Context: an optimization exercise on an open-source flow, tuned for small area, a short achievable clock period and few clock cycles per item. The choices shown serve that exercise and are no tape-out recipe.
In this exercise RTL edits were held to simulation tests only and were not proved equivalent to the original.
Power figures rest on the tool's default switching activity, not on a simulated workload.

Design kalman_filter_v3, start of the top module:
module kalman_filter_v3 (
  input  wire               clk,
  input  wire               rstn,
  input  wire               valid,
  input  wire signed [31:0] I_data_x,
  output wire signed [31:0] O_filter_data_x,
  output reg                finish
);
  localparam [31:0] QV = 32'h0000_1999;
  localparam [2:0] S_IDLE  = 3'd0;
  localparam [2:0] S_RV    = 3'd1;
  localparam [2:0] S_FAST  = 3'd2;
  localparam [2:0] S_VN    = 3'd3;
  localparam [2:0] S_SLOW1 = 3'd4;
  localparam [2:0] S_SLOW2 = 3'd5;
  localparam [2:0] S_F     = 3'd6;
  reg [2:0]  st;
  reg [5:0]  t;
  reg [31:0] x0, xe0, xe1, pe0, pe1, pe2, pe3;
  reg        cp0, cp1, cp2, cp3, pend;
  reg [31:0] e;
  reg [30:0] vd, rem0, rem2;
  reg [32:0] v3;
  reg        sg0, sg2, fastok, neg;
  reg        u31_0, unz_0, u31_2, unz_2;
  reg [47:0] s_x0, c_x0, s_x1, c_x1;
  reg [47:0] s_p0, c_p0, s_p1, c_p1, s_p2, c_p2, s_p3, c_p3;
  wire [31:0] dn = x0 - I_data_x;
  wire [4:0] gt_n;
  assign gt_n[4] = dn[31] ? (dn < (32'h0 - 32'h0028_0000)) : (dn > 32'h0028_0000);
  assign gt_n[3] = dn[31] ? (dn < (32'h0 - 32'h0014_0000)) : (dn > 32'h0014_0000);
  assign gt_n[2] = dn[31] ? (dn < (32'h0 - 32'h000a_0000)) : (dn > 32'h000a_0000);
  assign gt_n[1] = dn[31] ? (dn < (32'h0 - 32'h0005_0000)) : (dn > 32'h0005_0000);
  assign gt_n[0] = |dn;
  reg  [4:0] gt;
  wire [15:0] rv_hi = gt[4] ? 16'h03e8 : gt[3] ? 16'h07d0 : gt[2] ? 16'h0bb8 :
                      gt[1] ? 16'h0fa0 : gt[0] ? 16'h1388 : 16'h0000;
  wire [31:0] dsum = {pe0[31:16] + rv_hi, pe0[15:0]};
  wire [30:0] vneg = ~vd + 31'd1;
  wire [30:0] v3in = (st == S_VN) ? vneg : dsum[30:0];
  wire [32:0] v3_n = {2'b0, v3in} + {1'b0, v3in, 1'b0};
  reg  [30:0] lo0, lo2;
  integer j;
  always @(*) begin
    lo0[0] = 1'b0;
    lo2[0] = 1'b0;
    for (j = 1; j < 31; j = j + 1) begin
      lo0[j] = lo0[j-1] | pe0[j-1];
      lo2[j] = lo2[j-1] | pe2[j-1];
    end
  end
  wire [30:0] dm0 = pe0[30:0] ^ ({31{pe0[31]}} & lo0);
  ...
Size in the first run: roughly 9600 cells after synthesis, about 68 I/O pins, about 0.084 mm^2 of cells after synthesis.
==> flow/config.mk <==
export PLATFORM = sky130hd
export DESIGN_NAME = kalman_filter_v3
export DESIGN_NICKNAME = kalman_filter_v3
export VERILOG_FILES = /design/flow/design.v
export SDC_FILE = /design/flow/constraint.sdc
export NUM_CORES = 4
export LEC_CHECK = 0
export CAP_MARGIN = 20
export CORE_MARGIN = 2
export CORE_UTILIZATION = 40
export PLACE_DENSITY = 0.6
export SLEW_MARGIN = 40
export TNS_END_PERCENT = 100
==> flow/constraint.sdc <==
create_clock -name core_clock -period 12.0 [get_ports {clk}]
set_input_delay 2.4000 -clock core_clock [delete_from_list [all_inputs] [get_ports {clk}]]
set_output_delay 2.4000 -clock core_clock [all_outputs]
set_load 0.01 [all_outputs]
standard.sh (not shown) runs the stock make flow with config.mk's settings and CLKGATE_MAP_FILE= SYNTH_SCRIPT=/design/flow/synth_recipe.tcl, a recipe that flattens the netlist after the stock synthesis.
==> flow/flow/run.sh <==
#!/bin/bash
# Standard layout, with timing repair aiming for 7 ns of setup slack (the
# clock period and all constraints are the design's).
set -euo pipefail
bash standard.sh SETUP_SLACK_MARGIN=7 finish > standard_flow.log 2>&1
Testbench counts at the start, summed over its fixed seeds: cycles 28,800, items 2,400.
Then changed:
==> flow/flow/run.sh (replaced) <==
#!/bin/bash
# Standard layout, with timing repair aiming for 6 ns of setup slack (the
# clock period and all constraints are the design's).
set -euo pipefail
bash standard.sh SETUP_SLACK_MARGIN=6 finish > standard_flow.log 2>&1
After rerunning: Via count shrinks by 3.6%; worst setup slack degrades by 430 ps; power shrinks by 5.5%.

==> re-timing with driven ports <==
In the flow no input, the clock included, has a driving cell. The finished layouts below were timed again as built, in two steps.
Step 1 assumes that a clkbuf_16 drives the clock port and a buf_2 every other input.
Step 2 moves the port delays by t, midway between the first and last clock arrival at a register: inputs arrive t later, outputs are due t later. That takes back most of the time a late clock gives input paths.
Three values: ideal ports, drivers, drivers and shift; two values: the first two.
| run | shift t [ns] | setup slack, ns | worst hold slack (ns) | latest minus earliest clock arrival (ns) | cell pins on the clock port's net |
|---|---|---|---|---|---|
| the first run | 0.829 | 6.507 / 6.507 / 5.820 | 0.479 / 0.479 / 0.479 | 0.053 / 0.053 | 1 |
| the second run | 0.839 | 6.076 / 6.076 / 5.363 | 0.467 / 0.467 / 0.467 | 0.048 / 0.048 | 1 |
After both steps every run listed still meets setup and hold. For the second run, which loses most, drivers alone change the setup slack by 0.000 ns; drivers and shift together by -0.713 ns.
